From an optimization exercise on the open Yosys and OpenROAD flow, aimed at small area, a short achievable clock period and few clock cycles per item; shortcuts taken in it are not production practice.
The RTL was checked by simulation tests, not by an equivalence proof against the original design.
Power and IR drop assume default switching activity.

==> flow/design.v <==
`timescale 1ns / 1ps
module axilite_s_v(
    input  wire         s_axi_aclk,
    input  wire         s_axi_aresetn,
    input  wire         s_axi_awvalid,
    output reg          s_axi_awready,
    input  wire [31: 0] s_axi_awaddr,
    input  wire         s_axi_wvalid,
    output reg          s_axi_wready,
    input  wire [31: 0] s_axi_wdata,
    output reg          s_axi_bvalid,
    input  wire         s_axi_bready,
    output reg  [1: 0]  s_axi_bresp,
    output reg          s_axi_arready,
    input  wire         s_axi_arvalid,
    input  wire [31: 0] s_axi_araddr,
    output reg          s_axi_rvalid,
    input  wire         s_axi_rready,
    output reg [31: 0]  s_axi_rdata,
    output reg  [1: 0]  s_axi_rresp
);
localparam NP = 7;                
wire rst = ~s_axi_aresetn;
reg  [2:0] t;                     
reg  [2:0] t_n;                   
reg  [2:0] clr_cnt;               
reg        clearing;              
wire [2:0] clr_next = rst ? 3'd4 : (clearing ? clr_cnt - 3'd1 : 3'd0);
wire       busy_next = (clr_next != 3'd0);
always @(posedge s_axi_aclk) begin
    t       <= rst ? 3'd0 : t_n;
    t_n     <= rst ? 3'd1 : t_n + 3'd1;
    clr_cnt <= clr_next;
    clearing <= busy_next;
end
reg        awb_v;                 
reg  [6:0] awb_a;
reg        awb_oob;
reg        wb_v;                  
reg [31:0] wb_d;
reg        b1_v;                  
reg        b1_err;
reg        b_err;                 
reg  [NP-1:0] pv;                 
reg     [6:0] pa [0:NP-1];
reg    [31:0] pd [0:NP-1];
wire aw_hs  = s_axi_awvalid & s_axi_awready;
wire w_hs   = s_axi_wvalid  & s_axi_wready;
wire aw_oob = |s_axi_awaddr[31:7];
wire        p_oob = awb_v ? awb_oob : aw_oob;
wire        b_new = b1_v ? b1_err : p_oob;
wire  [6:0] p_a   = awb_v ? awb_a   : s_axi_awaddr[6:0];
wire [31:0] p_d   = wb_v  ? wb_d    : s_axi_wdata;
reg  [NP-1:0] hit;
reg  [NP-1:0] ins;
reg           free_seen;
integer e;
always @* begin
    for (e = 0; e < NP; e = e + 1)
        hit[e] = pv[e] & (pa[e] == p_a);
    free_seen = 1'b0;
    for (e = 0; e < NP; e = e + 1) begin
        ins[e] = ~pv[e] & ~free_seen;
        free_seen = free_seen | ~pv[e];
    end
end
reg  [NP-1:0] ca, cb;
reg    [15:0] ra, rb;
reg  [31:0] ca_d, cb_d;
always @* begin
    ca_d = 32'd0;
    cb_d = 32'd0;
    for (e = 0; e < NP; e = e + 1) begin
        ca_d = ca_d | ({32{ca[e]}} & pd[e]);
        cb_d = cb_d | ({32{cb[e]}} & pd[e]);
    end
end
wire have_aw = awb_v | aw_hs;
wire have_w  = wb_v  | w_hs;
wire b_pop   = s_axi_bvalid & s_axi_bready;
wire b_load  = ~s_axi_bvalid | b_pop;
wire b_room  = ~b1_v;             
wire pair    = have_aw & have_w & b_room & free_seen;
wire p_ins   = pair & ~p_oob;
wire [NP-1:0] pv_n = (pv & ~ca & ~cb & ~({NP{p_ins}} & hit)) | ({NP{p_ins}} & ins);
wire [NP-1:0] pv_k = pv;
reg  [NP-1:0] ca_n, cb_n;
reg    [15:0] ra_n, rb_n;
reg           sa, sb;
always @* begin
    sa = 1'b0;
    sb = 1'b0;
    ra_n = 16'd0;
    rb_n = 16'd0;
    for (e = 0; e < NP; e = e + 1) begin
        ca_n[e] = pv_k[e] & (pa[e][2:0] == ~t_n) & ~sa;
        cb_n[e] = pv_k[e] & (pa[e][2:0] == (~t_n ^ 3'd4)) & ~sb;
        sa = sa | ca_n[e];
        sb = sb | cb_n[e];
        ra_n = ra_n | ({16{ca_n[e]}} & (16'd1 << pa[e][6:3]));
        rb_n = rb_n | ({16{cb_n[e]}} & (16'd1 << pa[e][6:3]));
    end
end
always @(posedge s_axi_aclk) begin
    if (rst) begin
        awb_v <= 1'b0;
        wb_v  <= 1'b0;
        s_axi_bvalid <= 1'b0;
        b1_v  <= 1'b0;
        s_axi_awready <= 1'b0;
        s_axi_wready  <= 1'b0;
        pv    <= {NP{1'b0}};
    end else begin
        awb_v <= have_aw & ~pair;
        wb_v  <= have_w  & ~pair;
        s_axi_awready <= ~(have_aw & ~pair) & ~busy_next;
        s_axi_wready  <= ~(have_w  & ~pair) & ~busy_next;
        if (~s_axi_bvalid | b_pop) begin
            if (b1_v) begin
                s_axi_bvalid <= 1'b1;
                b1_v <= pair;
            end else begin
                s_axi_bvalid <= pair;
            end
        end else if (pair) begin
            b1_v <= 1'b1;
        end
        pv <= pv_n;
    end
    ca <= ca_n;
    cb <= cb_n;
    ra <= ra_n;
    rb <= rb_n;
    if (aw_hs) begin
        awb_a   <= s_axi_awaddr[6:0];
        awb_oob <= aw_oob;
    end
    if (w_hs) wb_d <= s_axi_wdata;
    if (b_load) b_err <= b_new;
    s_axi_bresp <= {2{b_load ? (b_new & (b1_v | pair)) : b_err}};
    if (pair) b1_err <= p_oob;
end
genvar g;
generate
    for (g = 0; g < NP; g = g + 1) begin : pend
        always @(posedge s_axi_aclk)
            if (pair & ins[g]) begin
                pa[g] <= p_a;
                pd[g] <= p_d;
            end
    end
endgenerate
reg  [4095:0] mem;
wire   [31:0] bus_a = clearing ? 32'd0 : ca_d;
wire   [31:0] bus_b = clearing ? 32'd0 : cb_d;
generate
    for (g = 0; g < 16; g = g + 1) begin : ring
        always @(posedge s_axi_aclk) begin
            mem[(g*8+1)*32 +: 32] <= mem[(g*8+0)*32 +: 32];
            mem[(g*8+2)*32 +: 32] <= mem[(g*8+1)*32 +: 32];
            mem[(g*8+3)*32 +: 32] <= mem[(g*8+2)*32 +: 32];
            mem[(g*8+5)*32 +: 32] <= mem[(g*8+4)*32 +: 32];
            mem[(g*8+6)*32 +: 32] <= mem[(g*8+5)*32 +: 32];
            mem[(g*8+7)*32 +: 32] <= mem[(g*8+6)*32 +: 32];
            if (clearing | ra[g])
                mem[(g*8+0)*32 +: 32] <= bus_a;
            else
                mem[(g*8+0)*32 +: 32] <= mem[(g*8+7)*32 +: 32];
            if (clearing | rb[g])
                mem[(g*8+4)*32 +: 32] <= bus_b;
            else
                mem[(g*8+4)*32 +: 32] <= mem[(g*8+3)*32 +: 32];
        end
    end
endgenerate
reg        q0_v, q1_v;            
reg  [15:0] q0_ring;              
reg  [31:0] q0_slot;              
reg  [31:0] q0_fwd;               
reg  [6:0] q1_a;
reg        q0_oob, q1_oob;
reg [31:0] r_hold;                
reg        r_err;                 
wire ar_hs  = s_axi_arvalid & s_axi_arready;
wire ar_oob = |s_axi_araddr[31:7];
wire r_take = q0_v & (~s_axi_rvalid | s_axi_rready);
wire q0_load = r_take | ~q0_v;
wire r_keep  = s_axi_rvalid & ~s_axi_rready;
wire  [6:0] nq_a   = q1_v ? q1_a   : s_axi_araddr[6:0];
wire        nq_oob = q1_v ? q1_oob : ar_oob;
wire  [2:0] nq_s   = nq_a[2:0] + t + 3'd1;
wire  [7:0] nq_slot = 8'd1 << nq_s;
reg  [31:0] nq_fwd;
reg         nq_hit;
integer k;
always @* begin
    nq_fwd = 32'd0;
    nq_hit = 1'b0;
    for (e = 0; e < NP; e = e + 1) begin
        nq_fwd = nq_fwd | ({32{pv[e] & (pa[e] == nq_a)}} & pd[e]);
        nq_hit = nq_hit | (pv[e] & (pa[e] == nq_a));
    end
end
wire [15:0] nq_ring = {15'd0, ~nq_oob & ~nq_hit} << nq_a[6:3];
reg [31:0] ring_q [0:15];
reg [31:0] rd_word;
always @* begin
    for (k = 0; k < 16; k = k + 1) begin
        ring_q[k] = 32'd0;
        for (e = 0; e < 8; e = e + 1)
            ring_q[k] = ring_q[k] | ({32{q0_slot[(k/4)*8 + e]}} & mem[(k*8+e)*32 +: 32]);
    end
    rd_word = q0_fwd;
    for (k = 0; k < 16; k = k + 1)
        rd_word = rd_word | ({32{q0_ring[k]}} & ring_q[k]);
end
always @(posedge s_axi_aclk) begin
    if (rst) begin
        q0_v <= 1'b0;
        q1_v <= 1'b0;
        s_axi_rvalid  <= 1'b0;
        s_axi_arready <= 1'b0;
    end else begin
        if (r_take)
            s_axi_rvalid <= 1'b1;
        else if (s_axi_rready)
            s_axi_rvalid <= 1'b0;
        if (r_take) begin
            q0_v <= q1_v | ar_hs;
            q1_v <= q1_v & ar_hs;
        end else begin
            q0_v <= q0_v | ar_hs;
            q1_v <= q1_v | (q0_v & ar_hs);
        end
        s_axi_arready <= (r_take ? ~(q1_v & ar_hs) : ~(q1_v | (q0_v & ar_hs))) & ~busy_next;
    end
    if (r_take) begin
        r_hold <= rd_word;
        r_err  <= q0_oob;
    end
    s_axi_rdata <= r_take ? rd_word : (r_hold & {32{r_keep}});
    s_axi_rresp <= {2{r_take ? q0_oob : (r_err & r_keep)}};
    if (q0_load) begin
        q0_ring <= nq_ring; q0_slot <= {4{nq_slot}};
        q0_oob <= nq_oob; q0_fwd <= (nq_hit & ~nq_oob) ? nq_fwd : 32'd0;
    end else begin
        for (k = 0; k < 4; k = k + 1)
            q0_slot[k*8 +: 8] <= {q0_slot[k*8 +: 7], q0_slot[k*8 + 7]};
    end
    if (ar_hs & (r_take ? q1_v : q0_v)) begin
        q1_a <= s_axi_araddr[6:0]; q1_oob <= ar_oob;
    end
end
endmodule
clock: 5.0 ns
lec_check: 0
cap_margin: 20
core_margin: 2
core_utilization: 35
cts_cluster_diameter: 70
cts_cluster_size: 24
place_density: 0.45
setup_slack_margin: 2.5
slew_margin: 20
synth_memory_max_bits: 8192
run.sh (not shown) runs the stock make flow with config.mk's settings and CLKGATE_MAP_FILE= SYNTH_SCRIPT=/design/flow/synth_recipe.tcl, a recipe that flattens the netlist after the stock synthesis.
Testbench counts at the start, summed over its fixed seeds: cycles 9,393, items 16,000.
Edit:
SETUP_SLACK_MARGIN = 2.35   (was 2.5)
Outcome:
- The changed run ran to the end with no violations
- clock skew goes up by 0.068 ns
- flip-flop and latch count does not change
- die area is unchanged
- power goes down by 4.6%

static timing again, ports no longer ideal:
The flow's constraints put no driver on any port. The routed layouts listed below were extracted and timed again, unchanged, in two steps.
Step 1 sets driving cells, clkbuf_16 on the clock port and buf_2 on the other inputs (assumed; they add their load-dependent delay and slew).
Step 2 times the ports against the registers' clock, not the clock port: input delays grow and output delays shrink by t, the midpoint of the rising clock arrivals with the driver on.
Slacks: ideal ports / drivers / drivers and shift; pairs: ideal ports / drivers.
| run | t (ns) | setup slack, ns | hold slack, ns | worst data-port slew with drivers (ns) |
|---|---|---|---|---|
| the first run | 1.070 | 2.247 / 2.242 / 1.334 | 0.330 / 0.330 / 0.330 | 0.07 |
| the second run | 1.095 | 2.260 / 2.219 / 1.375 | 0.291 / 0.291 / 0.291 | 0.05 |
After both steps every run listed still meets setup and hold. For the first run, which loses most, drivers alone change the setup slack by -0.005 ns; drivers and shift together by -0.913 ns.
